This is an optimization exercise on Yosys and OpenROAD, whose aim is small area and a short achievable clock period, not a production implementation.
Where RTL was checked, it was by simulation tests only, not by an equivalence proof against the original.
No functional check of the RTL was part of runs 3 to 6.
Power figures rest on the tool's default switching activity, not on a simulated workload.

`flow/design.v`:
```
module ula (
    input  [31:0] A,        
    input  [31:0] B,        
    input         Cin,      
    input         Fill,     
    input         SelSum,   
    input         SelShr,   
    input         SelShl,   
    input         SelSet,   
    input         SetInv,
    output [31:0] Result
);
    wire [33:0] s    = {1'b0, A, 1'b1} + {1'b0, B, Cin};
    wire [31:0] sum  = s[32:1];
    wire        cout = s[33];
    wire [4:0]  sh = B[4:0];
    wire [31:0] r0 = sh[0] ? {{1{Fill}},  A[31:1]}  : A;
    wire [31:0] r1 = sh[1] ? {{2{Fill}},  r0[31:2]} : r0;
    wire [31:0] r2 = sh[2] ? {{4{Fill}},  r1[31:4]} : r1;
    wire [31:0] r3 = sh[3] ? {{8{Fill}},  r2[31:8]} : r2;
    wire [31:0] shr = sh[4] ? {{16{Fill}}, r3[31:16]} : r3;
    wire [31:0] shl;
    genvar i;
    generate
        for (i = 0; i < 32; i = i + 1) begin : g_rev
            assign shl[i] = shr[31 - i];
        end
    endgenerate
    assign Result = ({32{SelSum}} & sum)
                  | ({32{SelShr}} & shr)
                  | ({32{SelShl}} & shl)
                  | {31'b0, SelSet & (cout ^ SetInv)};
endmodule
module ula_top (
    input         clk,
    input  [31:0] in1,
    input  [31:0] in2,
    input  [4:0]  op,
    output [31:0] result,
    output        zero
);
    reg [3:0] lut;
    reg       rev, lui, bkeep, binv, cin, sel_sum, sel_shr, sel_shl, sel_set,
              set_inv, sra;
    always @(*) begin
        lut = 4'b1100;    
        {rev, lui, bkeep, binv, cin, sel_sum, sel_shr, sel_shl, sel_set,
         set_inv, sra} = 11'b0;
        case (op)
            5'd0, 5'd17: begin lut = 4'b1000; sel_sum = 1'b1; end   
            5'd1, 5'd18: begin lut = 4'b1110; sel_sum = 1'b1; end   
            5'd3, 5'd19: begin lut = 4'b0110; sel_sum = 1'b1; end   
            5'd4:        begin lut = 4'b0001; sel_sum = 1'b1; end   
            5'd2, 5'd16: begin bkeep = 1'b1; sel_sum = 1'b1; end    
            5'd6: begin bkeep = 1'b1; binv = 1'b1; cin = 1'b1; sel_sum = 1'b1; end  
            5'd5, 5'd7, 5'd23, 5'd24: begin                         
                bkeep = 1'b1; binv = 1'b1; cin = 1'b1; sel_set = 1'b1; set_inv = 1'b1;
            end
            5'd20: begin lut = 4'b0110; binv = 1'b1; sel_set = 1'b1; set_inv = 1'b1; end  
            5'd21: begin lut = 4'b0110; binv = 1'b1; sel_set = 1'b1; end  
            5'd8, 5'd11:  begin lut = 4'b0000; rev = 1'b1; bkeep = 1'b1; sel_shl = 1'b1; end  
            5'd9, 5'd12:  begin bkeep = 1'b1; sel_shr = 1'b1; end    
            5'd10, 5'd13: begin bkeep = 1'b1; sel_shr = 1'b1; sra = 1'b1; end  
            5'd14, 5'd26, 5'd27: sel_sum = 1'b1;                     
            5'd25: begin lut = 4'b0000; lui = 1'b1; sel_sum = 1'b1; end  
            default: begin lut = 4'b0000; sel_sum = 1'b1; end        
        endcase
    end
    wire [31:0] a_n, b_n;
    genvar i;
    generate
        for (i = 0; i < 32; i = i + 1) begin : g_prep
            wire l = lut[{in1[i], in2[i]}];
            wire r = rev & in1[31 - i];
            if (i >= 16) begin : g_hi
                assign a_n[i] = l | r | (lui & in2[i - 16]);
            end else begin : g_lo
                assign a_n[i] = l | r;
            end
        end
    endgenerate
    assign b_n = (in2 & {32{bkeep}}) ^ {32{binv}};
    reg [31:0] a_q, b_q;
    reg        cin_q, fill_q, sel_sum_q, sel_shr_q, sel_shl_q, sel_set_q, set_inv_q;
    reg [31:0] result_q;
    wire [31:0] alu_result;
    ula u_ula (
        .A(a_q),
        .B(b_q),
        .Cin(cin_q),
        .Fill(fill_q),
        .SelSum(sel_sum_q),
        .SelShr(sel_shr_q),
        .SelShl(sel_shl_q),
        .SelSet(sel_set_q),
        .SetInv(set_inv_q),
        .Result(alu_result)
    );
    always @(posedge clk) begin
        a_q       <= a_n;
        b_q       <= b_n;
        cin_q     <= cin;
        fill_q    <= sra & in1[31];
        sel_sum_q <= sel_sum;
        sel_shr_q <= sel_shr;
        sel_shl_q <= sel_shl;
        sel_set_q <= sel_set;
        set_inv_q <= set_inv;
        result_q  <= alu_result;
    end
    assign result = result_q;
    assign zero   = ~|result_q;
endmodule
```
`flow/flow/run.sh`:
```
#!/bin/bash
# Own layout flow: the standard flow (standard.sh) with two changes:
#  - synthesis maps the logic with the ABC script in flow/abc.script
#    (registers are mapped by the standard steps, unchanged);
#  - the port buffers are plain buf_1 cells.
# Each tool's output goes to a log file in this folder.
set -euo pipefail
HERE=$(pwd)
# synthesis script: the standard one, with ORFS's synth.tcl calling abc with our script
sed "s#log_cmd abc {\*}\$abc_args#set abc_args [lreplace \$abc_args 1 1 $HERE/flow/abc.script]\n  log_cmd abc {*}\$abc_args#" \
    "$FLOW_HOME/scripts/synth.tcl" > "$HERE/synth_own.tcl"
grep -q "flow/abc.script" "$HERE/synth_own.tcl"
sed "s#source \$::env(SCRIPTS_DIR)/synth.tcl#source $HERE/synth_own.tcl#" synth_recipe.tcl > synth_recipe_own.tcl
grep -q "synth_own.tcl" synth_recipe_own.tcl
export BUFFER_PORTS_ARGS="-buffer_cell sky130_fd_sc_hd__buf_1"
bash standard.sh SYNTH_SCRIPT="$HERE/synth_recipe_own.tcl" finish > standard.log 2>&1
```
`flow/flow/abc.script`:
```
&get -n
&st
&dch
&nf -p -R 100
&put
buffer -c
topo
stime -c
upsize -c
dnsize -c
```
`flow/standard.sh`:
```
#!/bin/bash
# synth_recipe.tcl (not shown) runs the flow's synth.tcl, then flattens the netlist and writes it again
# the make line also repeats each setting of config.mk as NAME=value (left out here)
make -C /OpenROAD-flow-scripts/flow DESIGN_CONFIG=/design/flow/config.mk WORK_HOME=/design/flow/orfs CLKGATE_MAP_FILE= SYNTH_SCRIPT=/design/flow/synth_recipe.tcl "${@:-finish}"
```
`flow/config.mk`:
```
export PLATFORM = sky130hd
export DESIGN_NAME = ula_top
export DESIGN_NICKNAME = ula_top
export VERILOG_FILES = /design/flow/design.v
export SDC_FILE = /design/flow/constraint.sdc
export NUM_CORES = 4
export LEC_CHECK = 0
export CAP_MARGIN = 20
export CORE_MARGIN = 2
export CORE_UTILIZATION = 60
export CTS_BUF_LIST = sky130_fd_sc_hd__clkbuf_8
export SETUP_SLACK_MARGIN = 3.1
export SLEW_MARGIN = 20
```
`flow/constraint.sdc`:
```
create_clock -name core_clock -period 5.5 [get_ports {clk}]
set_input_delay 1.1000 -clock core_clock [delete_from_list [all_inputs] [get_ports {clk}]]
set_output_delay 1.1000 -clock core_clock [all_outputs]
set_load 0.01 [all_outputs]
```
==> results of run 1 <==
==> sequential cells by signal, summed over array words and instances, names as in the netlist <==
| register | flops |
|---|---|
| result_q | 32 |
| sel_shl_q | 1 |
| sel_sum_q | 1 |
| sel_shr_q | 1 |
| fill_q | 1 |
| cin_q | 1 |
| a_q | 32 |
| b_q | 32 |
| set_inv_q | 1 |
| sel_set_q | 1 |
==> cells by family (layout without fill, tap and decap cells) <==
group / count (synthesis) / in the layout
AND/OR/NAND/NOR: 389 / 391
multiplexers: 47 / 47
AO/OA/AOI/OAI: 389 / 393
XOR/XNOR: 54 / 54
adder cells (fa/ha/maj): 41 / 41
flip-flops: 103 / 103
buffers and inverters: 75 / 190
==> stage by stage <==
stage               cell area, um^2  cells  util (%)  hold slack, ns  setup slack [ns]
global placement               8315   1320     65.36          0.4559             1.729
finish                         9884   1391     77.69          0.5128             2.834
floorplan                      7978   1098         -          0.3916             2.965
global route                   9884   1391     77.69          0.5364             2.872
CTS                            9263   1368     72.81          0.4838             2.902
detailed placement             8324   1320     65.43          0.4524             1.653
==> timing repair <==
action                     in CTS  in global routing
gates resized for setup        94                141
gates cloned                   10                  0
buffers inserted               22                 23
hold endpoints to repair        0                  0
hold buffers                    0                  0
setup endpoints to repair      97                 86
pin swaps                      15                 46
==> layout make-up <==
type	instances	area, um^2
Fill cell	952	2838
Clock inverter	6	86.33
Sequential cell	103	2106
Multi-Input combinational cell	926	6175
Inverter	12	55.05
Timing Repair Buffer	162	1110
Tap cell	172	215.2
Clock buffer	10	137.6
==> synth_stat cells, drive strengths merged (8+ instances only) <==
master / n / area share (%)
a21o: 9 / 0.86
inv: 12 / 0.57
a21oi: 119 / 7.7
buf: 33 / 2.6
nor3: 16 / 1.0
o21a: 8 / 0.76
xnor2: 51 / 5.7
nor4: 10 / 0.80
nor2: 108 / 5.2
dfxtp: 103 / 26
o21ai: 128 / 8.2
a221oi: 13 / 1.4
nand3: 10 / 0.64
mux2i: 27 / 3.4
a22oi: 30 / 2.9
nand2: 224 / 11
a211oi: 39 / 3.7
mux2: 19 / 3.0
clkbuf: 30 / 1.4
ha: 40 / 6.4
a211o: 8 / 0.89
o211ai: 20 / 1.9
==> power breakdown <==
| part | total (mW) | internal [mW] | switching [mW] |
|---|---|---|---|
| clock network | 0.540 | 0.235 | 0.304 |
| logic | 1.76 | 0.699 | 1.06 |
| registers | 1.04 | 0.910 | 0.132 |
==> routing by layer <==
layer,part of all wire [%],wire length (um)
met3,9.8,2940
met2,44,13240
met5,0,0
met4,7.6,2255
met1,38,11420
==> worst max path at each step <==
stage                          to  cells past startpoint
after floorplan            a_q[1]                     11
after detailed placement   a_q[9]                     11
final                     a_q[29]                     10
after global routing         zero                      4
after global placement     a_q[9]                     11
after CTS                    zero                      4
==> worst register-to-register path: stages (launching register included) <==
cell,delay (ns)
dfxtp_1,0.53
ha_4,0.29
a21oi_2,0.19
o21ai_1,0.12
a21oi_4,0.19
nor3_2,0.06
nor2_1,0.22
nor2_2,0.09
a21oi_1,0.19
xnor2_1,0.10
a22oi_1,0.19
nand2_1,0.10
==> summary.md, run 1 <==
| Metric | Value |
|---|---|
| Outcome | `complete, no violations` |
| Synthesized cell area | `between 0.007 and 0.008 mm^2` |
| Ys flop type | `dfxtp_1` |
| Crit-path cells | `buf_12 -> clkinvlp_4 -> buf_4 -> buf_4 -> nor4_4 -> a31oi_4 -> buf_4 -> a211oi_1 -> a21oi_1 -> nand3_1` |
| Core Region | `0.01272 mm^2` |
| VDD IR max | `~0.00019 V` |
| Die area | `0.01404 mm^2` |
| Vias in the first global route | `7826` |
| Share of layout cells above drive strength 1 | `between 20% and 30%` |
| P_leak | `3.797 nW` |
| Crit path DAT | `~3.0 ns` |
| Worst r2r src | `a_q[4]` |
| Fin Clk Skew | `~0.015 ns` |
| CP startpoint kind | `primary input` |
| Initial antenna violation count | `0` |
| Total grt overflow | `0` |
| DRC | `0` |
| Max-Cap Viols | `0` |
| GR Util All Layers | `between 40% and 50%` |
| Commonest non-fill, non-tap cell in the layout | `nand2_1` |
| Slew Limit Headroom | `around a quarter` |
| Global-route wire length before repair | `43.42 mm` |
| Ys Warns | `1` |
| CP Capture Type | `flip-flop` |
| Mux cell area share after synthesis | `6.729%` |
| Compound-gate portion of the synthesized area | `29.84%` |
| Critical Path RT | `~5.8 ns` |
| Max Slew Vio Count | `0` |
| Skew-Pair Late Insertion Delay | `~0.40 ns` |
| CP Max Fanout | `6` |
| Initial Utilization | `61.82%` |
| Pwr dens | `about 340 mW/mm^2` |
| Syn avg cell area | `roughly 7.2 um^2` |
| Slew @ Worst Pin | `approximately 1.1 ns` |
| Hold Crit Start | `sel_set_q` |
| Largest net degree at the start of global routing | `34` |
| Ports | `103` |
| Synth Area in Adders | `under 10%` |
| RSZ-0062 raised after global routing | `yes` |
| H-tree depth | `3` |
| Reg clk slew, reported paths | `approximately 0.11 ns` |
| Fin. Hold Viols | `0` |
| Top Family by Delay on Critical Path | `buffers and inverters` |
| Clock root cell | `clkbuf_8` |
| Average via count per standard cell | `about 6.5` |
| DR pass1 iterations | `6` |
| Crit path time final | `about 2.7 ns` |
| Initial DRC count | `1135` |
| WHS Endpoint | `result_q[0]` |
| Fraction of registers with async set/reset | `0%` |
| Final net count | `~1300` |
| Worst min path class | `flip-flop to flip-flop` |
| Rows | `just over 40` |
| Number of port buffers | `slightly above 100` |
| CTS Buf Count | `9` |
| Crit-path slowest cell | `a211oi_1` |
| Final setup fails | `0` |
| Chip height | `between 100 and 150 um` |
| Busiest grt layer | `met2` |
| Buffers & Inverters on Critical Path | `5` |
| Hold Crit Depth | `2` |
| Crit path launch | `op[0]` |
| Total Power | `3.340 mW` |
| Critical R2R Capture | `result_q[27]` |
| Vias | `approximately 9000` |
| Width of the die | `approximately 120 um` |
| Crit Path Class | `primary input to flip-flop` |
| Gpl congestion | `0.9678` |
| Post-synthesis sequential area ratio | `between 20% and 30%` |
| #FFs+latches synth | `about 100` |
| Largest family of logic cells by synthesized area | `compound AO/OA/AOI/OAI gates` |
| Period utilisation layout | `between 40% and 50%` |
| Max Clk Rate | `375.1 MHz` |
| Area delta synth->final | `25.68%` |
| Cell variety after synth | `49` |
| CP max stage delay | `~0.41 ns` |
| Synth Area in XOR/XNOR | `6.013%` |
| Syn_nets | `1209` |
| Routed wire length | `roughly 30 mm` |
| Mapped Cells | `approximately 1100` |
| Antenna Nets Post-Route | `0` |
| Clk buf depth | `2` |
| R2R setup slack | `between 3 and 4 ns` |
| Number of diodes | `0` |
| GR met2 Demand/Resource | `around 64%` |
| M1 GR Usage | `approximately half` |
| Drt wl/cell | `about 21 um` |
| CTS tree | `built` |
| Simple-gate share of the synthesized area | `between 20% and 30%` |
| GR Layer Usage met3 | `under 10%` |
| Most frequent cells in the layout | `nand2_1, nor2_1, buf_1` |
| FF-to-FF path depth | `11` |
| Fin Setup TNS | `0 ns` |
| DP HPWL | `20.05 mm` |
| Sink Count | `a little over 100` |
| Post-synth EDFFs | `0` |
| Crit path top cell by count | `buf_4` |
==> run 2, diff against run 1 <==
--- a/flow/config.mk
+++ b/flow/config.mk
@@ -9,5 +9,5 @@
 export CORE_MARGIN = 2
 export CORE_UTILIZATION = 60
 export CTS_BUF_LIST = sky130_fd_sc_hd__clkbuf_8
-export SETUP_SLACK_MARGIN = 3.1
+export SETUP_SLACK_MARGIN = 3.0
 export SLEW_MARGIN = 20
==> run 2 against run 1 <==
Against the previous run: clock-buffer cell count is 1 lower; fmax is 4.1% higher; sequential power hardly changed; final area is 5.5% lower; sequential cell count stayed put; synthesized area stayed put; critical endpoint is now zero; largest cell class unchanged.
==> summary.md, run 2 <==
| Metric | Value |
|---|---|
| Clock root cell | `clkbuf_8` |
| Fraction of registers with async set/reset | `0%` |
| CP Capture Type | `primary output` |
| Width of the die | `approximately 120 um` |
| DR WL met2 | `12.90 mm` |
| Fin Clk Skew | `~0.014 ns` |
| Mux cell area share after synthesis | `around 6.7%` |
| P_leak | `roughly 3.6 nW` |
| Sink Count | `103` |
| Initial DRC count | `1044` |
| CTS tree | `built` |
| RSZ-0062 raised after global routing | `yes` |
| Reg clk slew, reported paths | `0.11 ns` |
| Largest regs | `a_q: 32 flops, b_q: 32 flops, result_q: 32 flops` |
| VDD IR max | `approximately 0.00014 V` |
| Final setup fails | `0` |
| Core Region | `0.01272 mm^2` |
| Syn avg cell area | `a little over 7 um^2` |
| Syn_nets | `roughly 1200` |
| Chip height | `between 100 and 150 um` |
| Fin. Hold Viols | `0` |
| DRC | `0` |
| Final net count | `around 1300` |
| Number of port buffers | `roughly 100` |
| Yosys top cell area share | `between 20% and 30%` |
| Number of diodes | `0` |
| Post-synth EDFFs | `0` |
| CTS Buf Count | `9` |
| GR Util All Layers | `39.04%` |
| Clk buf depth | `2` |
| Crit path time final | `between 2 and 3 ns` |
| Metal3 WL | `approximately 2.8 mm` |
| Share of layout cells above drive strength 1 | `between 10 and 15%` |
| CP max stage delay | `~0.34 ns` |
| Slew Limit Headroom | `26.30%` |
| Initial antenna violation count | `0` |
| Area delta synth->final | `18.72%` |
| Crit-path cells | `nor4_2 -> nand4_1 -> nor2_1 -> buf_2` |
| Rows | `41` |
| CP startpoint kind | `flip-flop` |
| Largest net degree at the start of global routing | `58` |
| Max Slew Vio Count | `0` |
| Simple-gate share of the synthesized area | `20.01%` |
| Synth Area in Adders | `around 6.6%` |
| Most frequent cells in the layout | `nand2_1, a21oi_1, nor2_1` |
| Pwr dens | `around 340 mW/mm^2` |
| H-tree depth | `3` |
| Ys flop type | `dfxtp_1` |
| Synth Area in XOR/XNOR | `roughly 6.0%` |
| Routed wire length | `between 20 and 30 mm` |
| Cell variety after synth | `between 40 and 50` |
| Ports | `103` |
| Top-count cell post-synth | `nand2_1` |
| Outcome | `complete, no violations` |
| Drt wl/cell | `~21 um` |
| #FFs+latches synth | `about 100` |
| Total grt overflow | `0` |
| DRT met1 WL | `between 10 and 15 mm` |
| DP HPWL | `just over 20 mm` |
| Vias in the first global route | `between 7000 and 8000` |
| Fin Setup TNS | `0 ns` |
| Total Power | `between 3 and 4 mW` |
| Mapped Cells | `between 1000 and 1500` |
| Synthesized cell area | `about 0.008 mm^2` |
| Max-Cap Viols | `0` |
| Top Family by Delay on Critical Path | `simple AND/OR/NAND/NOR gates` |
| Critical Path RT | `~4.4 ns` |
| Ranking of synthesized cells by area | `dfxtp_1, nand2_1, a21oi_1` |
| Fin cells | `between 1000 and 1500` |
| Die area | `about 0.014 mm^2` |
| Post-synth top cells | `nand2_1, a21oi_1, nor2_1, dfxtp_1, o21ai_0` |
| Placed cells | `about 1300` |
| Period utilisation layout | `a little under half` |
| Ys Warns | `1` |
| DR top layer | `met4` |
| Initial Utilization | `between 60% and 70%` |
| Global-route wire length before repair | `42.44 mm` |
| Crit-path slowest cell | `dfxtp_2` |
| Commonest non-fill, non-tap cell in the layout | `nand2_1` |
| Fillers | `around 1100` |
| CTS Hold Bufs | `0` |
| Worst min path class | `flip-flop to flip-flop` |
| Gpl congestion | `0.9674` |
| Buffers & Inverters on Critical Path | `1` |
| Cell taking the most area after synthesis | `dfxtp_1` |
| Skew-Pair Late Insertion Delay | `0.42 ns` |
| Crit Path Class | `flip-flop to primary output` |
| Post-synthesis sequential area ratio | `between 20% and 30%` |
| DR pass1 iterations | `7` |
| CP Max Fanout | `2` |
| Antenna Nets Post-Route | `0` |
| Vias | `between 8000 and 9000` |
| Largest family of logic cells by synthesized area | `compound AO/OA/AOI/OAI gates` |
| Slew @ Worst Pin | `roughly 1.1 ns` |
| Crit path DAT | `roughly 1.5 ns` |
| Max Clk Rate | `~390 MHz` |
| Compound-gate portion of the synthesized area | `29.84%` |
| Average via count per standard cell | `6.408` |
[run 2: cell count changes in the layout (fill, tap and decap cells not counted), moves of 4 or more]
cell,change
buf_6,-5
o21ai_0,+15
a21oi_2,-10
ha_1,+6
o21ai_2,-4
nand2_2,-23
a21oi_1,+15
o21ai_1,-10
nand2_1,+24
buf_4,-9
a21oi_4,-5
[run 2: kinds of logic (layout without fill, tap and decap cells)]
| family | after synthesis | in the layout |
|---|---|---|
| multiplexers | 47 | 47 |
| AO/OA/AOI/OAI | 389 | 393 |
| flip-flops | 103 | 103 |
| AND/OR/NAND/NOR | 389 | 390 |
| buffers and inverters | 75 | 173 |
| XOR/XNOR | 54 | 54 |
| adder cells (fa/ha/maj) | 41 | 41 |
[run 2: routing by layer]
layer  up-vias  track usage, %
li1       4154               -
met1      3901           49.81
met2       610           62.54
met3       133           5.695
met4         0           23.21
met5         -               0
[run 2: repair_timing]
item,4_1_cts,5_1_grt
buffers inserted,15,12
cloned,5,3
endpoints found under the setup margin,97,87
gates resized for setup,52,85
pin swaps,7,13
[run 2: cell type report]
class	instances	area (um^2)	share of cell area, %
Inverter	12	55.05	0.5896
Sequential cell	103	2100	22.48
Multi-Input combinational cell	925	5846	62.60
Clock buffer	9	123.9	1.327
Tap cell	172	215.2	2.305
Timing Repair Buffer	145	908.4	9.728
Clock inverter	7	90.09	0.9648
[run 2: where the power goes]
| part | total [mW] | leakage [nW] | internal [mW] | switching (mW) |
|---|---|---|---|---|
| combinational | 1.62 | 2.66 | 0.626 | 0.992 |
| sequential | 1.05 | 0.869 | 0.909 | 0.136 |
| clock | 0.530 | 0.109 | 0.222 | 0.308 |
| total | 3.19 | 3.64 | 1.76 | 1.44 |
[run 2: through the flow]
stage	hold slack [ns]	setup slack, ns	utilization (%)	cell area [um^2]
floorplan	0.3916	2.962	-	7950
global placement	0.4743	1.702	65.39	8319
detailed placement	0.4960	1.604	65.39	8319
CTS	0.5134	2.897	70.16	8926
global route	0.5302	2.852	73.40	9338
finish	0.5117	2.939	73.40	9338
[run 2: path summary, 6_finish.rpt]
check              startpoint      endpoint  slack [ns]  depth (start not counted)
hold reg to reg     sel_set_q   result_q[0]        0.51                          2
setup / recovery  result_q[2]          zero        2.94                          4
hold / removal      sel_set_q   result_q[0]        0.51                          2
setup reg to reg       b_q[3]  result_q[24]        3.07                         11
[run 2: worst reg2reg max path: stages (launching register included)]
cell and delay (ns):
dfxtp_4 0.37, buf_12 0.15, ha_2 0.40, nand2_1 0.14, o21ai_2 0.20, a21o_1 0.16
a21oi_2 0.06, o21ai_4 0.24, a31oi_1 0.14, xnor2_1 0.17, a22oi_1 0.20, nand2_1 0.09
==> run 3, diff against run 2 <==
--- a/flow/design.v
+++ b/flow/design.v
@@ -13,12 +13,12 @@
     wire [33:0] s    = {1'b0, A, 1'b1} + {1'b0, B, Cin};
     wire [31:0] sum  = s[32:1];
     wire        cout = s[33];
-    wire [4:0]  sh = B[4:0];
+    wire [3:0]  sh = B[3:0];
     wire [31:0] r0 = sh[0] ? {{1{Fill}},  A[31:1]}  : A;
     wire [31:0] r1 = sh[1] ? {{2{Fill}},  r0[31:2]} : r0;
     wire [31:0] r2 = sh[2] ? {{4{Fill}},  r1[31:4]} : r1;
     wire [31:0] r3 = sh[3] ? {{8{Fill}},  r2[31:8]} : r2;
-    wire [31:0] shr = sh[4] ? {{16{Fill}}, r3[31:16]} : r3;
+    wire [31:0] shr = r3;
     wire [31:0] shl;
     genvar i;
     generate
@@ -66,16 +66,22 @@
             default: begin lut = 4'b0000; sel_sum = 1'b1; end        
         endcase
     end
+    wire        s16   = in2[4];
+    wire [3:0]  lut_s = ((sel_shr | sel_shl) & s16) ? 4'b0000 : lut;
+    wire        rev0  = rev & ~s16;
+    wire        rev16 = rev & s16;
+    wire        shr16 = sel_shr & s16;
+    wire        fil16 = shr16 & sra & in1[31];
     wire [31:0] a_n, b_n;
     genvar i;
     generate
         for (i = 0; i < 32; i = i + 1) begin : g_prep
-            wire l = lut[{in1[i], in2[i]}];
-            wire r = rev & in1[31 - i];
+            wire l = lut_s[{in1[i], in2[i]}];
+            wire r = rev0 & in1[31 - i];
             if (i >= 16) begin : g_hi
-                assign a_n[i] = l | r | (lui & in2[i - 16]);
+                assign a_n[i] = l | r | (lui & in2[i - 16]) | fil16;
             end else begin : g_lo
-                assign a_n[i] = l | r;
+                assign a_n[i] = l | r | (rev16 & in1[15 - i]) | (shr16 & in1[i + 16]);
             end
         end
     endgenerate
==> flow/flow/abc.script (replaced) <==
&get -n
&st
&dch
&nf -D 1500
&put
buffer -c
topo
stime -c
upsize -c
dnsize -c
--- a/flow/config.mk
+++ b/flow/config.mk
@@ -9,5 +9,5 @@
 export CORE_MARGIN = 2
 export CORE_UTILIZATION = 60
 export CTS_BUF_LIST = sky130_fd_sc_hd__clkbuf_8
-export SETUP_SLACK_MARGIN = 3.0
+export SETUP_SLACK_MARGIN = 2.9
 export SLEW_MARGIN = 20
==> run 3 against run 2 <==
Against the previous run: sequential cell count stayed put; clock power decreased by 9.4%; register-to-register slack got worse by 0.18 ns; still clean; sequential power is essentially flat; largest cell class unchanged.
==> summary.md, run 3 <==
| Metric | Value |
|---|---|
| Outcome | `complete, no violations` |
| Gate power share | `about half` |
| Crit path launch | `op[1]` |
| Sequential power share | `between 30 and 40%` |
| Antenna Nets Post-Route | `0` |
| Rows | `41` |
| Drt wl/cell | `approximately 23 um` |
| Max Slew Vio Count | `0` |
| Crit path top cell by count | `buf_4` |
| FF-to-FF path depth | `8` |
| Share of layout cells above drive strength 1 | `between 10 and 15%` |
| Top-count cell post-synth | `nand2_1` |
| Ys Warns | `1` |
| Switching Share | `between 40% and 50%` |
| Post-synthesis sequential area ratio | `26.35%` |
| CP Max Fanout | `16` |
| Clock network power share | `between 10% and 20%` |
| Worst min path class | `flip-flop to flip-flop` |
| Ys flop type | `dfxtp_1` |
| Largest net degree at the start of global routing | `51` |
| CTS Hold Bufs | `0` |
| WHS Endpoint | `result_q[0]` |
| Most frequent cells in the layout | `nand2_1, dfxtp_1, buf_1` |
| Area delta synth->final | `16.71%` |
| DP HPWL | `~20 mm` |
| VDD IR max | `0.0001457 V` |
| Crit Path Class | `primary input to flip-flop` |
| Crit path DAT | `2.94 ns` |
| #FFs+latches synth | `slightly above 100` |
| Crit path time final | `2.658 ns` |
| Largest regs | `a_q: 32 flops, b_q: 32 flops, result_q: 32 flops` |
| Worst slack, placed | `between 1.5 and 2 ns` |
| H-tree depth | `3` |
| Fraction of registers with async set/reset | `0%` |
| Synthesized cell area | `0.007825 mm^2` |
| Max Clk Rate | `376.3 MHz` |
| Footprint of the multi-input gates | `about 0.006 mm^2` |
| CP max stage delay | `0.39 ns` |
| Pwr dens | `between 300 and 400 mW/mm^2` |
| GR Util All Layers | `38.79%` |
| Initial antenna violation count | `0` |
| Fin Setup TNS | `0 ns` |
| Final net count | `between 1000 and 1500` |
| Reg clk slew, reported paths | `0.11 ns` |
| Post-synth EDFFs | `0` |
| P_sw | `around 1.4 mW` |
| Number of diodes | `0` |
| Max-Cap Viols | `0` |
| Worst r2r src | `b_q[1]` |
| P_leak | `3.346 nW` |
| Critical R2R Capture | `result_q[0]` |
| Buffers & Inverters on Critical Path | `4` |
| Sink Count | `~100` |
| Clock root cell | `clkbuf_8` |
| Vias | `just under 9000` |
| R2R setup slack | `2.89 ns` |
| Slew Limit Headroom | `approximately 40%` |
| Post-synth top cells | `nand2_1, a21oi_1, dfxtp_1, o21ai_0, nor2_1` |
| Total grt overflow | `0` |
| CP startpoint kind | `primary input` |
| Global-route wire length before repair | `~42 mm` |
| Average via count per standard cell | `between 6 and 7` |
| Final setup fails | `0` |
| Fin Clk Skew | `~0.021 ns` |
| Width of the die | `118.2 um` |
| Initial Utilization | `roughly three fifths` |
| Cell taking the most area after synthesis | `dfxtp_1` |
| Skew-Pair Late Insertion Delay | `roughly 0.4 ns` |
| Clk buf depth | `2` |
| Core Region | `approximately 0.013 mm^2` |
| RSZ-0062 raised after global routing | `yes` |
| Mapped Cells | `around 1000` |
| DR pass1 iterations | `14` |
| Chip height | `between 100 and 150 um` |
| Top Family by Delay on Critical Path | `simple AND/OR/NAND/NOR gates` |
| Cell variety after synth | `slightly above 50` |
| CTS tree | `built` |
| Yosys top cell area share | `a little over a quarter` |
| Critical Path RT | `about 5.8 ns` |
| Hold Crit Depth | `2` |
| Syn avg cell area | `between 7 and 8 um^2` |
| Hold Crit Start | `sel_set_q` |
| Gpl congestion | `between 1 and 1.5` |
| Slew @ Worst Pin | `between 0.8 and 0.9 ns` |
| Routed wire length | `28.83 mm` |
| Ports | `between 100 and 150` |
| Initial DRC count | `between 1000 and 1500` |
| Commonest non-fill, non-tap cell in the layout | `nand2_1` |
| Period utilisation layout | `approximately half` |
| Crit-path slowest cell | `a221oi_2` |
| DRC | `0` |
| CP Capture Type | `flip-flop` |
| Int Pwr | `~1.7 mW` |
| Crit-path cells | `buf_12 -> clkinvlp_4 -> buf_4 -> buf_4 -> ha_1 -> o21ai_1 -> nor2_1 -> and3_2 -> a221oi_2 -> nand3_1` |
| Fillers | `a little over 1000` |
| Ranking of synthesized cells by area | `dfxtp_1, nand2_1, a21oi_1` |
| Setup WS post-layout | `2.842 ns` |
| Sequential cell area | `between 0.002 and 0.0025 mm^2` |
| Die area | `0.01397 mm^2` |
| Syn_nets | `1128` |
| Min Hold Slack | `around 0.57 ns` |
| Fin. Hold Viols | `0` |
| Number of port buffers | `about 100` |
| Vias in the first global route | `7564` |
| CTS Buf Count | `9` |
[run 3: cell types whose count changed in the layout (fill, tap and decap cells not counted), sizes merged, moves of 15 or more]
cell | before | now
nand2 | 224 | 142
nor2 | 109 | 68
a211oi | 39 | 10
nand3 | 10 | 34
a22oi | 30 | 13
buf | 142 | 125
xor2 | 3 | 20
a21oi | 120 | 104
a222oi | 1 | 16
mux2 | 19 | 34
o211ai | 20 | 35
[run 3: cell type report]
class	count	share of cell area, %
repair buffers	128	8.083
inverters	15	0.6987
clock inverters	6	0.5891
multi-input cells	843	64.09
flip-flops and latches	103	22.67
well taps	172	2.356
clock buffers	10	1.507
[run 3: metal layers]
layer	global-route usage [%]	part of all wire, %	vias to the layer above
li1	-	-	3973
met1	51.64	39	3959
met3	4.488	11	130
met2	61.27	44	719
met5	0	0	-
met4	21.16	6.0	0
[run 3: worst min-delay path: stages, from the launching register on]
cell and delay, ns:
dfxtp_1 0.31, inv_1 0.06, o221ai_1 0.14
[run 3: power by group through the flow]
| stage | sequential [mW] | clock (mW) | combinational (mW) |
|---|---|---|---|
| after global placement | 1.05 | 0 | 1.40 |
| after global routing | 1.06 | 0.513 | 1.71 |
| after CTS | 1.04 | 0.478 | 1.48 |
| final | 1.05 | 0.480 | 1.60 |
| after detailed placement | 1.05 | 0 | 1.40 |
| after floorplan | 1.05 | 0 | 0.976 |
[run 3: cell families after synthesis]
logic type	count (synthesis)	share of synthesized area, %
AOI/OAI and AO/OA	373	29.63
and+or+nand+nor	290	15.96
DFF	103	26.35
buffers and inverters	77	4.349
muxes	72	10.23
xor gates and xnor gates	61	6.828
adders and majority gates	41	6.652
[run 3: through the flow]
stage / instances / power (mW) / instance area, um^2 / util (%)
after floorplan: 1017 / 2.024 / 7868 / -
after global placement: 1237 / 2.445 / 8273 / 65.29
after detailed placement: 1237 / 2.452 / 8273 / 65.29
after CTS: 1268 / 2.995 / 8833 / 69.71
after global routing: 1277 / 3.282 / 9133 / 72.07
final: 1277 / 3.135 / 9133 / 72.07
[run 3: timing repair]
action,CTS,global route
pin swaps,14,13
resized for setup,58,45
setup buffers,8,6
setup endpoints to repair,87,72
cloned,7,3
[run 3: how the worst max path moves through the flow]
| stage | endpoint | slack, ns | cells after the start |
|---|---|---|---|
| floorplan | a_q[30] | 2.59 | 12 |
| global placement | a_q[25] | 1.84 | 10 |
| detailed placement | a_q[23] | 1.70 | 10 |
| CTS | result_q[0] | 2.88 | 8 |
| global route | a_q[26] | 2.78 | 9 |
| finish | a_q[26] | 2.84 | 10 |
==> run 4, diff against run 3 <==
==> flow/flow/abc.script (replaced) <==
&get -n
&st
&dch
&nf -p -R 100
&put
buffer -c
topo
stime -c
upsize -c
dnsize -c
==> run 4 against run 3 <==
Against the previous run: synthesized area increased by 0.70%; still clean; largest cell class unchanged; first-iteration DRC count down 21%; register-to-register slack better by 0.03 ns; largest power group unchanged.
==> summary.md, run 4 <==
| Metric | Value |
|---|---|
| Crit-path slowest cell | `ha_1` |
| Fraction of registers with async set/reset | `0%` |
| #FFs+latches synth | `just over 100` |
| CP Max Fanout | `7` |
| Cell taking the most area after synthesis | `dfxtp_1` |
| Crit Path Class | `flip-flop to flip-flop` |
| Top Family by Delay on Critical Path | `compound AO/OA/AOI/OAI gates` |
| Largest net degree at the start of global routing | `48` |
| Ranking of synthesized cells by area | `dfxtp_1, nand2_1, a21oi_1` |
| Syn avg cell area | `roughly 7.4 um^2` |
| Clock root cell | `clkbuf_8` |
| Crit path time final | `between 2 and 3 ns` |
| Slew Limit Headroom | `between 40% and 50%` |
| Total grt overflow | `0` |
| Yosys top cell area share | `a little over a quarter` |
| Initial DRC count | `1066` |
| Number of port buffers | `around 100` |
| Commonest non-fill, non-tap cell in the layout | `nand2_1` |
| Number of diodes | `0` |
| Fin Setup TNS | `0 ns` |
| Routed wire length | `27.95 mm` |
| Vias | `~8700` |
| Clk buf depth | `2` |
| Mapped Cells | `~1100` |
| Largest regs | `a_q: 32 flops, b_q: 32 flops, result_q: 32 flops` |
| GR Util All Layers | `roughly 38%` |
| Reg clk slew, reported paths | `0.10 ns` |
| Total Power | `~3.2 mW` |
| Post-synth EDFFs | `0` |
| Footprint of the multi-input gates | `between 0.005 and 0.006 mm^2` |
| Chip height | `roughly 120 um` |
| Synthesized cell area | `between 0.007 and 0.008 mm^2` |
| Share of layout cells above drive strength 1 | `approximately 14%` |
| Sink Count | `between 100 and 150` |
| Syn_nets | `between 1000 and 1500` |
| Buffers & Inverters on Critical Path | `0` |
| Global-route wire length before repair | `41.38 mm` |
| Width of the die | `approximately 120 um` |
| Max Slew Vio Count | `0` |
| Ports | `around 100` |
| Worst min path class | `flip-flop to flip-flop` |
| P_leak | `~3.5 nW` |
| Average via count per standard cell | `roughly 6.7` |
| Gpl congestion | `between 1 and 1.5` |
| Crit-path cells | `ha_1 -> a21oi_1 -> o21ai_0 -> a21o_1 -> a21oi_1 -> nand2_1 -> a21oi_1 -> xnor2_2 -> a22oi_1 -> o21ai_0` |
| H-tree depth | `3` |
| Top-count cell post-synth | `nand2_1` |
| CP max stage delay | `roughly 0.4 ns` |
| Most frequent cells in the layout | `nand2_1, o21ai_0, a21oi_1` |
| CP startpoint kind | `flip-flop` |
| Drt wl/cell | `between 20 and 25 um` |
| CTS Buf Count | `9` |
| DRC | `0` |
| CTS Hold Bufs | `0` |
| Pwr dens | `348.8 mW/mm^2` |
| CTS tree | `built` |
| Rows | `41` |
| CP Capture Type | `flip-flop` |
| Ys flop type | `dfxtp_1` |
| Critical Path RT | `~5.8 ns` |
| Period utilisation layout | `46.99%` |
| Fin. Hold Viols | `0` |
| Sequential cell area | `0.002082 mm^2` |
| Max-Cap Viols | `0` |
| Final setup fails | `0` |
| Vias in the first global route | `~7500` |
| Outcome | `complete, no violations` |
| Antenna Nets Post-Route | `0` |
| Initial antenna violation count | `0` |
| Finished Cell Area | `between 0.009 and 0.01 mm^2` |
| Area delta synth->final | `16.59%` |
| Initial Utilization | `61.94%` |
| Post-synthesis sequential area ratio | `26.17%` |
| Fillers | `about 1100` |
| Crit path top cell by count | `a21oi_1` |
| Core Region | `~0.013 mm^2` |
| Cell variety after synth | `57` |
| VDD IR max | `~0.00015 V` |
| Fin Clk Skew | `0.02157 ns` |
| Slew @ Worst Pin | `between 0.7 and 0.8 ns` |
| Crit path DAT | `2.86 ns` |
| Ys Warns | `1` |
| Post-synth top cells | `nand2_1, a21oi_1, o21ai_0, dfxtp_1, nor2_1` |
| DP HPWL | `about 20 mm` |
| Die area | `0.01407 mm^2` |
| RSZ-0062 raised after global routing | `yes` |
| Final Util | `between 70 and 80%` |
| Final net count | `1248` |
| Skew-Pair Late Insertion Delay | `0.41 ns` |
| Cell Area, Placed | `a little over 0.008 mm^2` |
| DR pass1 iterations | `7` |
| Max Clk Rate | `roughly 390 MHz` |
run 4: cell count changes in the layout (fill, tap and decap cells not counted), sizes merged, moves of 8 or more:
cell	before	now
nor3	3	11
xor2	20	7
nand2	142	172
nor2	68	80
a21oi	104	122
mux2i	35	22
xnor2	41	50
mux2	34	19
run 4: through the flow:
step	std cells	worst slack [ns]	hold WS, ns
global route	1314	2.824	0.5316
floorplan	1060	2.884	0.4283
global placement	1273	1.751	0.4813
CTS	1298	2.862	0.5118
detailed placement	1273	1.574	0.4940
finish	1314	2.915	0.5206
run 4: metal layers:
metal	global-route usage, %	up-vias	wire, um
met1	51.58	3941	11140
met4	23.07	0	2085
li1	-	4054	-
met5	0	-	0
met3	5.164	128	2842
met2	55.46	616	11880
run 4: final cells by class:
| type | instances | area share (%) |
|---|---|---|
| inverter | 15 | 0.6537 |
| timing repair buffer | 133 | 8.620 |
| tap | 172 | 2.342 |
| clock buffer | 10 | 1.498 |
| clock inverter | 6 | 0.5039 |
| multi-input combinational | 875 | 63.72 |
| sequential | 103 | 22.66 |
run 4: kinds of logic after synthesis:
logic type / count (synthesis) / share of synthesized area, %
XOR/XNOR: 57 / 6.335
flip-flops: 103 / 26.17
AO/OA/AOI/OAI: 385 / 30.93
multiplexers: 42 / 5.891
adder cells (fa/ha/maj): 41 / 6.605
buffers and inverters: 85 / 5.081
AND/OR/NAND/NOR: 347 / 18.99
run 4: what timing repair did:
| action | 4_1_cts | 5_1_grt |
|---|---|---|
| cloned | 3 | 4 |
| buffers inserted | 6 | 11 |
| pin swaps | 5 | 19 |
| resized for setup | 49 | 59 |
| setup endpoints to repair | 85 | 80 |
run 4: path summary, 6_finish.rpt:
check	endpoint	start	slack, ns	cells after the start
worst max-delay path	result_q[27]	a_q[18]	2.92	10
worst min-delay path	result_q[0]	sel_set_q	0.52	1
worst max register to register	result_q[27]	a_q[18]	2.92	10
worst min register to register	result_q[0]	sel_set_q	0.52	1
run 4: where the power goes:
group,switching [mW],leakage (nW),internal (mW)
Combinational,1.04,2.52,0.658
Clock,0.279,0.0943,0.179
Sequential,0.130,0.867,0.914
Total,1.45,3.48,1.75
==> run 5, diff against run 4 <==
==> flow/flow/abc.script (replaced) <==
&get -n
&st
&dch
&nf -D 1500
&put
buffer -c
topo
stime -c
upsize -c
dnsize -c
--- a/flow/config.mk
+++ b/flow/config.mk
@@ -7,7 +7,6 @@
 export LEC_CHECK = 0
 export CAP_MARGIN = 20
 export CORE_MARGIN = 2
-export CORE_UTILIZATION = 60
-export CTS_BUF_LIST = sky130_fd_sc_hd__clkbuf_8
+export CORE_UTILIZATION = 50
 export SETUP_SLACK_MARGIN = 2.9
 export SLEW_MARGIN = 20
==> run 5 against run 4 <==
Against the previous run: still clean; setup slack lost 0.060 ns; non-clock buffer count grew 6; synthesized area fell by 0.70%; sequential power barely moved; first-iteration DRC count is 13% lower; critical path type is now primary input to flip-flop; highest routed layer unchanged.
==> summary.md, run 5 <==
| Metric | Value |
|---|---|
| Commonest non-fill, non-tap cell in the layout | `nand2_1` |
| Initial DRC count | `930` |
| DR pass1 iterations | `10` |
| CTS Hold Bufs | `0` |
| Clk buf depth | `2` |
| Fin cells | `between 1000 and 1500` |
| Int Pwr | `1.866 mW` |
| Max-Cap Viols | `0` |
| Simple-gate share of the synthesized area | `about 16%` |
| Critical Path RT | `approximately 5.7 ns` |
| Crit path DAT | `2.89 ns` |
| Chip height | `between 100 and 150 um` |
| Crit-path slowest cell | `a221oi_1` |
| Cell taking the most area after synthesis | `dfxtp_1` |
| Synthesized cell area | `0.007825 mm^2` |
| Max Slew Vio Count | `0` |
| Largest family of logic cells by synthesized area | `compound AO/OA/AOI/OAI gates` |
| Sequential power share | `about a third` |
| Ys Warns | `1` |
| Routed wire length | `between 20 and 30 mm` |
| Largest net degree at the start of global routing | `between 50 and 60` |
| Mux cell area share after synthesis | `approximately a tenth` |
| CTS tree | `built` |
| H-tree depth | `3` |
| Clock network power share | `between 15 and 20%` |
| Global-route wire length before repair | `~43 mm` |
| Final net count | `approximately 1200` |
| Yosys top cell area share | `about a quarter` |
| Ports | `~100` |
| CTS Buf Count | `9` |
| Pwr dens | `approximately 350 mW/mm^2` |
| Ranking of synthesized cells by area | `dfxtp_1, nand2_1, a21oi_1` |
| Slew @ Worst Pin | `a little over 0.8 ns` |
| Gate power share | `slightly below 50%` |
| CP max stage delay | `around 0.5 ns` |
| Fillers | `1437` |
| Vias in the first global route | `roughly 7700` |
| Core Region | `roughly 0.015 mm^2` |
| Switching Share | `43.82%` |
| Reg clk slew, reported paths | `approximately 0.080 ns` |
| Gpl congestion | `1.025` |
| Post-synth EDFFs | `0` |
| Skew-Pair Late Insertion Delay | `around 0.37 ns` |
| Clock root cell | `clkbuf_16` |
| Number of port buffers | `around 100` |
| Crit-path cells | `buf_12 -> clkinvlp_4 -> buf_4 -> ha_1 -> o21ai_1 -> nor2_1 -> and3_2 -> a221oi_1 -> nand3_1` |
| Fraction of registers with async set/reset | `0%` |
| CP startpoint kind | `primary input` |
| Mapped Cells | `about 1000` |
| Final setup fails | `0` |
| Antenna Nets Post-Route | `0` |
| Ys flop type | `dfxtp_1` |
| Sink Count | `between 100 and 150` |
| Post-synthesis sequential area ratio | `approximately a quarter` |
| Post-synth top cells | `nand2_1, a21oi_1, dfxtp_1, o21ai_0, nor2_1` |
| Outcome | `complete, no violations` |
| Slew Limit Headroom | `between 40 and 50%` |
| Crit Path Class | `primary input to flip-flop` |
| Fin. Hold Viols | `0` |
| Most frequent cells in the layout | `nand2_1, dfxtp_1, buf_1` |
| Syn avg cell area | `between 7 and 8 um^2` |
| CP Capture Type | `flip-flop` |
| Synth Area in Adders | `under 10%` |
| VDD IR max | `~0.00019 V` |
| Cell variety after synth | `between 50 and 60` |
| Compound-gate portion of the synthesized area | `roughly 30%` |
| Vias | `~8500` |
| P_leak | `~3.5 nW` |
| Initial antenna violation count | `0` |
| DRC | `0` |
| Fin Clk Skew | `around 0.017 ns` |
| Share of layout cells above drive strength 1 | `16.22%` |
| Die area | `about 0.017 mm^2` |
| Crit path time final | `around 2.6 ns` |
| Area delta synth->final | `20.10%` |
| Synth Area in XOR/XNOR | `6.828%` |
| GR Util All Layers | `between 30% and 40%` |
| Drt wl/cell | `between 20 and 25 um` |
| Syn_nets | `1128` |
| Total grt overflow | `0` |
| #FFs+latches synth | `about 100` |
| P_sw | `between 1 and 1.5 mW` |
| Initial Utilization | `between 50% and 60%` |
| DP HPWL | `about 22 mm` |
| Top-count cell post-synth | `nand2_1` |
| Worst min path class | `flip-flop to flip-flop` |
| Number of diodes | `0` |
| Placed cells | `about 1300` |
| Rows | `45` |
| Period utilisation layout | `between 40 and 50%` |
| Fin Setup TNS | `0 ns` |
| Largest regs | `a_q: 32 flops, b_q: 32 flops, result_q: 32 flops` |
| Average via count per standard cell | `6.395` |
| RSZ-0062 raised after global routing | `yes` |
| CP Max Fanout | `16` |
| Max Clk Rate | `about 380 MHz` |
| Width of the die | `~130 um` |
-- run 5: per-stage QoR --
stage | setup slack, ns | util (%) | cell area [um^2] | hold slack [ns] | power, mW
floorplan | 2.587 | - | 7868 | 0.4726 | 2.024
global placement | 1.824 | 54.64 | 8337 | 0.5649 | 2.477
detailed placement | 1.688 | 54.64 | 8337 | 0.5578 | 2.476
CTS | 2.900 | 59.61 | 9095 | 0.5678 | 3.205
global route | 2.825 | 61.59 | 9398 | 0.6313 | 3.508
finish | 2.855 | 61.59 | 9398 | 0.5888 | 3.322
-- run 5: power groups by stage --
stage	registers (mW)	clock network, mW	logic [mW]
2_1_floorplan	1.05	0	0.976
3_3_place_gp	1.05	0	1.42
3_5_place_dp	1.06	0	1.42
4_1_cts	1.04	0.657	1.51
5_1_grt	1.07	0.695	1.74
6_report	1.05	0.656	1.61
-- run 5: what timing repair did --
action	CTS	global route
buffers inserted	17	7
setup endpoints to repair	87	78
resized for setup	63	56
pin swaps	13	40
cloned	7	2
-- run 5: critical path: cells and delay by family --
family | cells | cell delay (ns)
AND/OR/NAND/NOR | 3 | 0.55
adder cells (fa/ha/maj) | 1 | 0.19
AO/OA/AOI/OAI | 2 | 0.63
buffers and inverters | 3 | 0.39
-- run 5: cells by family (layout without fill, tap and decap cells) --
kind of cell / after synthesis / count (layout)
XOR/XNOR: 61 / 61
AO/OA/AOI/OAI: 373 / 374
flip-flops: 103 / 103
multiplexers: 72 / 72
AND/OR/NAND/NOR: 290 / 295
adder cells (fa/ha/maj): 41 / 41
buffers and inverters: 77 / 170
-- run 5: final timing paths --
check             startpoint           end  slack [ns]  depth (start not counted)
setup / recovery       op[1]       a_q[22]        2.85                          9
hold / removal     sel_set_q   result_q[0]        0.59                          2
setup reg to reg     a_q[13]  result_q[28]        2.90                          8
hold reg to reg    sel_set_q   result_q[0]        0.59                          2
-- run 5: routing by layer --
| layer | track usage [%] | part of all wire (%) | up-vias |
|---|---|---|---|
| met5 | 0 | 0 | - |
| met4 | 22.44 | 6.3 | 0 |
| met3 | 4.418 | 7.9 | 90 |
| met2 | 54.52 | 45 | 514 |
| met1 | 44.75 | 41 | 3891 |
| li1 | - | - | 3991 |
-- run 5: area by class of cell --
class                           count  area [um^2]  share of cell area (%)
Clock buffer                        9        225.2                   2.396
Clock inverter                      7        73.82                  0.7855
Inverter                           15        63.81                  0.6790
Multi-Input combinational cell    843         5857                   62.32
Sequential cell                   103         2072                   22.05
Tap cell                          211        264.0                   2.809
Timing Repair Buffer              139        842.1                   8.960
==> run 6, diff against run 5 <==
--- a/flow/design.v
+++ b/flow/design.v
@@ -2,23 +2,20 @@
     input  [31:0] A,        
     input  [31:0] B,        
     input         Cin,      
-    input         Fill,     
-    input         SelSum,   
-    input         SelShr,   
-    input         SelShl,   
-    input         SelSet,   
-    input         SetInv,
+    input  [1:0]  Sel,      
+    input         SetInv,   
     output [31:0] Result
 );
     wire [33:0] s    = {1'b0, A, 1'b1} + {1'b0, B, Cin};
     wire [31:0] sum  = s[32:1];
     wire        cout = s[33];
-    wire [3:0]  sh = B[3:0];
+    wire        Fill = SetInv & A[31];
+    wire [4:0]  sh = B[4:0];
     wire [31:0] r0 = sh[0] ? {{1{Fill}},  A[31:1]}  : A;
     wire [31:0] r1 = sh[1] ? {{2{Fill}},  r0[31:2]} : r0;
     wire [31:0] r2 = sh[2] ? {{4{Fill}},  r1[31:4]} : r1;
     wire [31:0] r3 = sh[3] ? {{8{Fill}},  r2[31:8]} : r2;
-    wire [31:0] shr = r3;
+    wire [31:0] shr = sh[4] ? {{16{Fill}}, r3[31:16]} : r3;
     wire [31:0] shl;
     genvar i;
     generate
@@ -26,6 +23,10 @@
             assign shl[i] = shr[31 - i];
         end
     endgenerate
+    wire SelSum = (Sel == 2'd0);
+    wire SelShr = (Sel == 2'd1);
+    wire SelShl = (Sel == 2'd2);
+    wire SelSet = (Sel == 2'd3);
     assign Result = ({32{SelSum}} & sum)
                   | ({32{SelShr}} & shr)
                   | ({32{SelShl}} & shl)
@@ -66,39 +67,30 @@
             default: begin lut = 4'b0000; sel_sum = 1'b1; end        
         endcase
     end
-    wire        s16   = in2[4];
-    wire [3:0]  lut_s = ((sel_shr | sel_shl) & s16) ? 4'b0000 : lut;
-    wire        rev0  = rev & ~s16;
-    wire        rev16 = rev & s16;
-    wire        shr16 = sel_shr & s16;
-    wire        fil16 = shr16 & sra & in1[31];
     wire [31:0] a_n, b_n;
     genvar i;
     generate
         for (i = 0; i < 32; i = i + 1) begin : g_prep
-            wire l = lut_s[{in1[i], in2[i]}];
-            wire r = rev0 & in1[31 - i];
+            wire l = lut[{in1[i], in2[i]}];
+            wire r = rev & in1[31 - i];
             if (i >= 16) begin : g_hi
-                assign a_n[i] = l | r | (lui & in2[i - 16]) | fil16;
+                assign a_n[i] = l | r | (lui & in2[i - 16]);
             end else begin : g_lo
-                assign a_n[i] = l | r | (rev16 & in1[15 - i]) | (shr16 & in1[i + 16]);
+                assign a_n[i] = l | r;
             end
         end
     endgenerate
     assign b_n = (in2 & {32{bkeep}}) ^ {32{binv}};
     reg [31:0] a_q, b_q;
-    reg        cin_q, fill_q, sel_sum_q, sel_shr_q, sel_shl_q, sel_set_q, set_inv_q;
+    reg        cin_q, set_inv_q;
+    reg [1:0]  sel_q;
     reg [31:0] result_q;
     wire [31:0] alu_result;
     ula u_ula (
         .A(a_q),
         .B(b_q),
         .Cin(cin_q),
-        .Fill(fill_q),
-        .SelSum(sel_sum_q),
-        .SelShr(sel_shr_q),
-        .SelShl(sel_shl_q),
-        .SelSet(sel_set_q),
+        .Sel(sel_q),
         .SetInv(set_inv_q),
         .Result(alu_result)
     );
@@ -106,12 +98,8 @@
         a_q       <= a_n;
         b_q       <= b_n;
         cin_q     <= cin;
-        fill_q    <= sra & in1[31];
-        sel_sum_q <= sel_sum;
-        sel_shr_q <= sel_shr;
-        sel_shl_q <= sel_shl;
-        sel_set_q <= sel_set;
-        set_inv_q <= set_inv;
+        sel_q     <= {sel_shl | sel_set, sel_shr | sel_set};
+        set_inv_q <= set_inv | sra;
         result_q  <= alu_result;
     end
     assign result = result_q;
==> flow/flow/abc.script (replaced) <==
&get -n
&st
&dch
&nf -p -R 100
&put
buffer -c
topo
stime -c
upsize -c
dnsize -c
--- a/flow/config.mk
+++ b/flow/config.mk
@@ -7,6 +7,7 @@
 export LEC_CHECK = 0
 export CAP_MARGIN = 20
 export CORE_MARGIN = 2
-export CORE_UTILIZATION = 50
+export CORE_UTILIZATION = 60
+export CTS_BUF_LIST = sky130_fd_sc_hd__clkbuf_8
 export SETUP_SLACK_MARGIN = 2.9
 export SLEW_MARGIN = 20
==> run 6 against run 5 <==
Against the previous run: still clean; final cell count rose by 0.45%; routed wire length fell by 15%; utilization rose by 8.3 points; total power fell by 5.9%; critical path depth fell by 5; clock power fell by 26%; clock skew rose by 0.0055 ns; setup slack improved by 0.092 ns; sequential cell count fell by 3; hold slack improved by 0.048 ns; die area fell by 16%; combinational power barely moved.
==> summary.md, run 6 <==
| Metric | Value |
|---|---|
| Skew-Pair Late Insertion Delay | `about 0.40 ns` |
| Antenna Nets Post-Route | `0` |
| Share of layout cells above drive strength 1 | `under 10%` |
| Width of the die | `around 120 um` |
| Largest regs | `a_q: 32 flops, b_q: 32 flops, result_q: 32 flops` |
| Average via count per standard cell | `a little over 6` |
| Vias in the first global route | `7228` |
| DP HPWL | `19.10 mm` |
| Critical Path RT | `around 4.4 ns` |
| Largest net degree at the start of global routing | `58` |
| Initial Utilization | `between 60% and 70%` |
| Vias | `approximately 8200` |
| Total grt overflow | `0` |
| Top Family by Delay on Critical Path | `simple AND/OR/NAND/NOR gates` |
| H-tree depth | `3` |
| DR top layer | `met4` |
| Fin. Hold Viols | `0` |
| Final setup fails | `0` |
| #FFs+latches synth | `100` |
| Max Clk Rate | `391.7 MHz` |
| Fraction of registers with async set/reset | `0%` |
| Reg clk slew, reported paths | `between 0.1 and 0.15 ns` |
| Top-count cell post-synth | `nand2_1` |
| FF-to-FF path depth | `11` |
| Die area | `0.01396 mm^2` |
| DR WL met2 | `10.91 mm` |
| Worst r2r src | `b_q[3]` |
| Number of port buffers | `slightly above 100` |
| Ranking of synthesized cells by area | `dfxtp_1, o21ai_0, nand2_1` |
| Drt wl/cell | `18.88 um` |
| R2R setup slack | `2.95 ns` |
| Hold Crit Start | `sel_q[0]` |
| Crit Path Class | `flip-flop to primary output` |
| DRC | `0` |
| Crit-path cells | `nor4_1 -> nand4_1 -> nor2_1 -> buf_2` |
| Final net count | `~1300` |
| Worst min path class | `flip-flop to flip-flop` |
| Post-synthesis sequential area ratio | `between 20% and 30%` |
| Synthesized cell area | `0.007820 mm^2` |
| CP endpoint | `zero` |
| Sink Count | `100` |
| Initial DRC count | `between 900 and 1000` |
| Critical R2R Capture | `result_q[0]` |
| Gpl congestion | `0.9556` |
| Most frequent cells in the layout | `nand2_1, o21ai_0, a21oi_1` |
| Ys flop type | `dfxtp_1` |
| Fin Clk Skew | `0.02243 ns` |
| Final Util | `between 60% and 70%` |
| CTS tree | `built` |
| Post-synth EDFFs | `0` |
| Initial antenna violation count | `0` |
| Period utilisation layout | `a little under half` |
| Global-route wire length before repair | `roughly 39 mm` |
| Levels on crit path | `4` |
| CP Max Fanout | `2` |
| Yosys top cell area share | `25.60%` |
| GR Util All Layers | `between 30% and 40%` |
| Number of diodes | `0` |
| Mapped Cells | `approximately 1100` |
| Cell taking the most area after synthesis | `dfxtp_1` |
| Slew @ Worst Pin | `a little under 0.5 ns` |
| Max-Cap Viols | `0` |
| Ports | `between 100 and 150` |
| Crit path time final | `between 2 and 3 ns` |
| CTS Hold Bufs | `0` |
| Commonest non-fill, non-tap cell in the layout | `nand2_1` |
| Rows | `41` |
| Syn_nets | `~1200` |
| RSZ-0062 raised after global routing | `yes` |
| Ys Warns | `1` |
| Chip height | `around 120 um` |
| Total Power | `between 3 and 4 mW` |
| Crit-path slowest cell | `nor4_1` |
| CP Capture Type | `primary output` |
| Routed wire length | `25.16 mm` |
| Crit path launch | `result_q[13]` |
| Core Region | `0.01267 mm^2` |
| Crit path DAT | `1.45 ns` |
| Cell variety after synth | `54` |
| Buffers & Inverters on Critical Path | `1` |
| DRT met1 WL | `roughly 11 mm` |
| CP startpoint kind | `flip-flop` |
| Metal3 WL | `2.171 mm` |
| DR pass1 iterations | `5` |
| Clock root cell | `clkbuf_8` |
| VDD IR max | `0.0001280 V` |
| Syn avg cell area | `around 7.2 um^2` |
| Clk buf depth | `2` |
| P_leak | `between 3 and 4 nW` |
| Post-synth top cells | `nand2_1, o21ai_0, a21oi_1, nor2_1, dfxtp_1` |
| CTS Buf Count | `9` |
| Area delta synth->final | `13.26%` |
| Max Slew Vio Count | `0` |
| CP max stage delay | `about 0.33 ns` |
| Fin Setup TNS | `0 ns` |
| Pwr dens | `approximately 350 mW/mm^2` |
| Outcome | `complete, no violations` |
| Slew Limit Headroom | `between 60% and 70%` |
-- run 6: changes by cell type in the layout (fill, tap and decap cells not counted), moves of 16 or more --
cell	change
a211oi_1	+27
o21ai_0	+28
nand2_2	-19
mux2_2	-24
o211ai_1	-16
nor2_1	+42
nand2_1	+43
nand3_1	-26
a222oi_1	-16
-- run 6: area by class of cell --
class                           count  area, um^2
Timing Repair Buffer              131       745.7
Clock buffer                        9       123.9
Tap cell                          172       215.2
Clock inverter                      7       80.08
Multi-Input combinational cell    900        5620
Fill cell                        1131        3814
Inverter                           14       56.30
Sequential cell                   100        2016
-- run 6: report_power, final --
| group | leakage (nW) | switching (mW) | internal (mW) |
|---|---|---|---|
| combinational | 2.41 | 0.991 | 0.600 |
| sequential | 0.842 | 0.147 | 0.905 |
| clock | 0.0990 | 0.303 | 0.180 |
-- run 6: cells by family (layout without fill, tap and decap cells) --
family / after synthesis / after routing / synth area share, %
flops: 100 / 100 / 25.60
simple gates: 338 / 338 / 18.21
compound gates: 417 / 417 / 31.74
mux: 39 / 39 / 5.536
buf+inv: 82 / 161 / 4.928
xor+xnor: 64 / 64 / 7.168
fa+ha+maj: 42 / 42 / 6.816
-- run 6: metal layers --
metal  GRT usage [%]  vias up
met3           3.282       73
met2           55.06      482
met4           18.22        0
met5               0        -
met1           48.14     3618
li1                -     4056
-- run 6: worst min-delay path by stage --
stage                     depth (start not counted)          end  slack, ns
final                                             2  result_q[0]       0.64
after global routing                              2  result_q[0]       0.70
after CTS                                         2  result_q[0]       0.63
after detailed placement                          2  result_q[0]       0.61
after global placement                            2  result_q[0]       0.60
after floorplan                                   2  result_q[0]       0.53
-- run 6: stage by stage --
step	cells	area (um^2)	hold WS [ns]	setup slack (ns)
4_1_cts	1326	8655	0.6281	2.893
6_report	1333	8857	0.6366	2.947
2_1_floorplan	1082	7871	0.5283	2.874
3_3_place_gp	1301	8258	0.6044	1.867
5_1_grt	1333	8857	0.6954	2.837
3_5_place_dp	1301	8258	0.6127	1.783
-- run 6: timing repair --
action / 4_1_cts / 5_1_grt
setup buffers: 9 / 5
setup endpoints to repair: 69 / 55
pin swaps: 3 / 2
gates resized for setup: 19 / 40
gates cloned: 0 / 2
endpoints found under the hold margin: 0 / 0
-- run 6: worst register-to-register path, delay by kind of cell (launching register included) --
family | cells | cell delay, ns
buf+inv | 1 | 0.20
simple gates | 1 | 0.09
xor+xnor | 1 | 0.16
compound gates | 7 | 1.24
fa+ha+maj | 1 | 0.34
flops | 1 | 0.43
==> run 7, diff against run 6 <==
--- a/flow/design.v
+++ b/flow/design.v
@@ -2,14 +2,14 @@
     input  [31:0] A,        
     input  [31:0] B,        
     input         Cin,      
+    input         Fill,     
     input  [1:0]  Sel,      
-    input         SetInv,   
+    input         SetInv,
     output [31:0] Result
 );
     wire [33:0] s    = {1'b0, A, 1'b1} + {1'b0, B, Cin};
     wire [31:0] sum  = s[32:1];
     wire        cout = s[33];
-    wire        Fill = SetInv & A[31];
     wire [4:0]  sh = B[4:0];
     wire [31:0] r0 = sh[0] ? {{1{Fill}},  A[31:1]}  : A;
     wire [31:0] r1 = sh[1] ? {{2{Fill}},  r0[31:2]} : r0;
@@ -82,7 +82,7 @@
     endgenerate
     assign b_n = (in2 & {32{bkeep}}) ^ {32{binv}};
     reg [31:0] a_q, b_q;
-    reg        cin_q, set_inv_q;
+    reg        cin_q, fill_q, set_inv_q;
     reg [1:0]  sel_q;
     reg [31:0] result_q;
     wire [31:0] alu_result;
@@ -90,6 +90,7 @@
         .A(a_q),
         .B(b_q),
         .Cin(cin_q),
+        .Fill(fill_q),
         .Sel(sel_q),
         .SetInv(set_inv_q),
         .Result(alu_result)
@@ -98,8 +99,9 @@
         a_q       <= a_n;
         b_q       <= b_n;
         cin_q     <= cin;
+        fill_q    <= sra & in1[31];
         sel_q     <= {sel_shl | sel_set, sel_shr | sel_set};
-        set_inv_q <= set_inv | sra;
+        set_inv_q <= set_inv;
         result_q  <= alu_result;
     end
     assign result = result_q;
--- a/flow/config.mk
+++ b/flow/config.mk
@@ -9,5 +9,6 @@
 export CORE_MARGIN = 2
 export CORE_UTILIZATION = 60
 export CTS_BUF_LIST = sky130_fd_sc_hd__clkbuf_8
+export PLACE_DENSITY = 0.7
 export SETUP_SLACK_MARGIN = 2.9
 export SLEW_MARGIN = 20
==> run 7 against run 6 <==
Against the previous run: sequential share of layout area grew 0.14 points; clock-buffer cell count grew 1; setup slack gained 0.0042 ns; sequential cell count grew 1; synthesized area shrank 0.29%.
==> summary.md, run 7 <==
| Metric | Value |
|---|---|
| Outcome | `complete, no violations` |
| Initial Utilization | `61.54%` |
| Average via count per standard cell | `6.232` |
| Slew @ Worst Pin | `about 0.77 ns` |
| Setup WS post-layout | `2.951 ns` |
| Critical Path RT | `around 5.8 ns` |
| Number of port buffers | `102` |
| Largest regs | `a_q: 32 flops, b_q: 32 flops, result_q: 32 flops` |
| Placed cells | `around 1300` |
| Global-route wire length before repair | `between 30 and 40 mm` |
| DP HPWL | `approximately 19 mm` |
| P_leak | `about 3.4 nW` |
| Initial antenna violation count | `0` |
| Total grt overflow | `0` |
| Post-synth top cells | `nand2_1, o21ai_0, a21oi_1, dfxtp_1, nor2_1` |
| RSZ-0062 raised after global routing | `yes` |
| Critical R2R Capture | `result_q[31]` |
| Number of diodes | `0` |
| GR Util All Layers | `34.68%` |
| Hold Crit Depth | `2` |
| Worst slack, placed | `2.132 ns` |
| Max Slew Vio Count | `0` |
| Vias | `around 8200` |
| CTS Buf Count | `9` |
| Chip height | `between 100 and 150 um` |
| WHS Endpoint | `result_q[0]` |
| Clk buf depth | `2` |
| Ports | `slightly above 100` |
| Max Clk Rate | `slightly below 400 MHz` |
| Slew Limit Headroom | `between 40% and 50%` |
| Final net count | `around 1200` |
| Post-synth EDFFs | `0` |
| Initial DRC count | `between 700 and 800` |
| Ys Warns | `1` |
| Crit Path Class | `primary input to flip-flop` |
| Skew-Pair Late Insertion Delay | `0.39 ns` |
| VDD IR max | `about 0.00015 V` |
| Max-Cap Viols | `0` |
| DRC | `0` |
| Drt wl/cell | `around 19 um` |
| Sink Count | `between 100 and 150` |
| Fillers | `between 1000 and 1500` |
| FF-to-FF path depth | `8` |
| Worst r2r src | `b_q[0]` |
| Crit path DAT | `2.83 ns` |
| Cell taking the most area after synthesis | `dfxtp_1` |
| Period utilisation layout | `around 46%` |
| Synthesized cell area | `slightly below 0.008 mm^2` |
| Syn avg cell area | `7.356 um^2` |
| CTS tree | `built` |
| Final setup fails | `0` |
| Yosys top cell area share | `approximately 26%` |
| Crit path time final | `about 2.5 ns` |
| Most frequent cells in the layout | `nand2_1, o21ai_0, a21oi_1` |
| CP Max Fanout | `8` |
| Post-synthesis sequential area ratio | `between 20% and 30%` |
| Worst min path class | `flip-flop to flip-flop` |
| Core Region | `0.01267 mm^2` |
| Ranking of synthesized cells by area | `dfxtp_1, o21ai_0, nand2_1` |
| Min Hold Slack | `between 0.5 and 0.6 ns` |
| CP Capture Type | `flip-flop` |
| Largest net degree at the start of global routing | `57` |
| Area delta synth->final | `13.90%` |
| Cell variety after synth | `48` |
| Fin Clk Skew | `0.01382 ns` |
| #FFs+latches synth | `101` |
| Gpl congestion | `just under 1` |
| Die area | `0.01392 mm^2` |
| Share of layout cells above drive strength 1 | `between 10% and 20%` |
| Reg clk slew, reported paths | `around 0.10 ns` |
| Hold Crit Start | `sel_q[1]` |
| Ys flop type | `dfxtp_1` |
| R2R setup slack | `approximately 3.0 ns` |
| CTS Hold Bufs | `0` |
| Syn_nets | `1172` |
| Antenna Nets Post-Route | `0` |
| Width of the die | `118 um` |
| Fin cells | `between 1000 and 1500` |
| Vias in the first global route | `6998` |
| Pwr dens | `between 300 and 400 mW/mm^2` |
| Rows | `between 40 and 50` |
| H-tree depth | `3` |
| Commonest non-fill, non-tap cell in the layout | `nand2_1` |
| DR pass1 iterations | `5` |
| Fin. Hold Viols | `0` |
| Fin Setup TNS | `0 ns` |
| Fraction of registers with async set/reset | `0%` |
| Top-count cell post-synth | `nand2_1` |
| Routed wire length | `25.39 mm` |
| Mapped Cells | `1060` |
| Clock root cell | `clkbuf_8` |
| CP startpoint kind | `primary input` |
[run 7: cell types whose count changed after synthesis, moves of 5 or more]
| cell | before | now |
|---|---|---|
| buf_2 | 25 | 16 |
| xnor2_1 | 46 | 41 |
| xor2_1 | 18 | 23 |
| a22oi_1 | 26 | 31 |
| nor2_1 | 106 | 99 |
| clkbuf_1 | 31 | 42 |
| nand2_1 | 166 | 159 |
| o21ai_0 | 127 | 149 |
| a21oi_1 | 121 | 114 |
| o21ai_1 | 32 | 9 |
| o21a_1 | 6 | 11 |
| mux2_2 | 6 | 14 |
[run 7: kinds of logic after synthesis]
group	after synthesis	share of synthesized area (%)
buf+inv	79	4.397
xor+xnor	64	7.189
simple gates	315	16.88
compound gates	411	31.42
flops	101	25.93
fa+ha+maj	42	6.836
mux	48	7.349
[run 7: layer usage]
metal	up-vias	global-route usage, %	part of all wire [%]
li1	3987	-	-
met1	3616	47.88	43
met2	480	51.64	42
met3	87	3.828	8.5
met4	0	21.54	6.7
met5	-	0	0
[run 7: worst max-delay path, cell delays in order]
cell and delay (ns):
buf_8 0.10, clkinvlp_4 0.13, ha_4 0.28, o21ai_4 0.16, a21oi_2 0.06, nand2b_1 0.10, o311ai_2 0.11, a21oi_2 0.18
buf_6 0.15, clkbuf_16 0.16, a21oi_2 0.05, a211o_1 0.25
[run 7: worst max path at each step]
stage,startpoint,endpoint,slack (ns),cells after the start
floorplan,op[0],b_q[10],2.87,10
global placement,op[0],b_q[27],1.85,10
detailed placement,op[0],b_q[29],2.13,10
CTS,b_q[0],result_q[31],2.88,9
global route,result_q[5],zero,2.87,4
finish,op[0],a_q[1],2.95,12
[run 7: layout make-up]
type | instances | area (um^2) | share of cell area, %
Multi-Input combinational cell | 881 | 5652 | 63.64
Clock buffer | 10 | 137.6 | 1.550
Clock inverter | 6 | 51.30 | 0.5776
Sequential cell | 101 | 2033 | 22.89
Timing Repair Buffer | 129 | 743.2 | 8.369
Inverter | 12 | 48.80 | 0.5495
Tap cell | 172 | 215.2 | 2.423
[run 7: power by group]
group | internal (mW) | switching, mW | leakage, nW | total, mW
clock network | 0.180 | 0.277 | 0.0887 | 0.456
registers | 0.912 | 0.153 | 0.850 | 1.06
logic | 0.597 | 0.941 | 2.46 | 1.54
[run 7: per-stage QoR]
stage               instance area (um^2)  util [%]  total power [mW]
global placement                    8234     64.98             2.448
finish                              8881     70.09             3.058
global route                        8881     70.09             3.253
detailed placement                  8242     65.04             2.456
floorplan                           7841         -             2.043
CTS                                 8517     67.22             2.919
[run 7: what timing repair did]
action	CTS	global route
resized for setup	17	50
buffers inserted	2	13
setup endpoints to repair	97	85
cloned	1	3
pin swaps	2	8
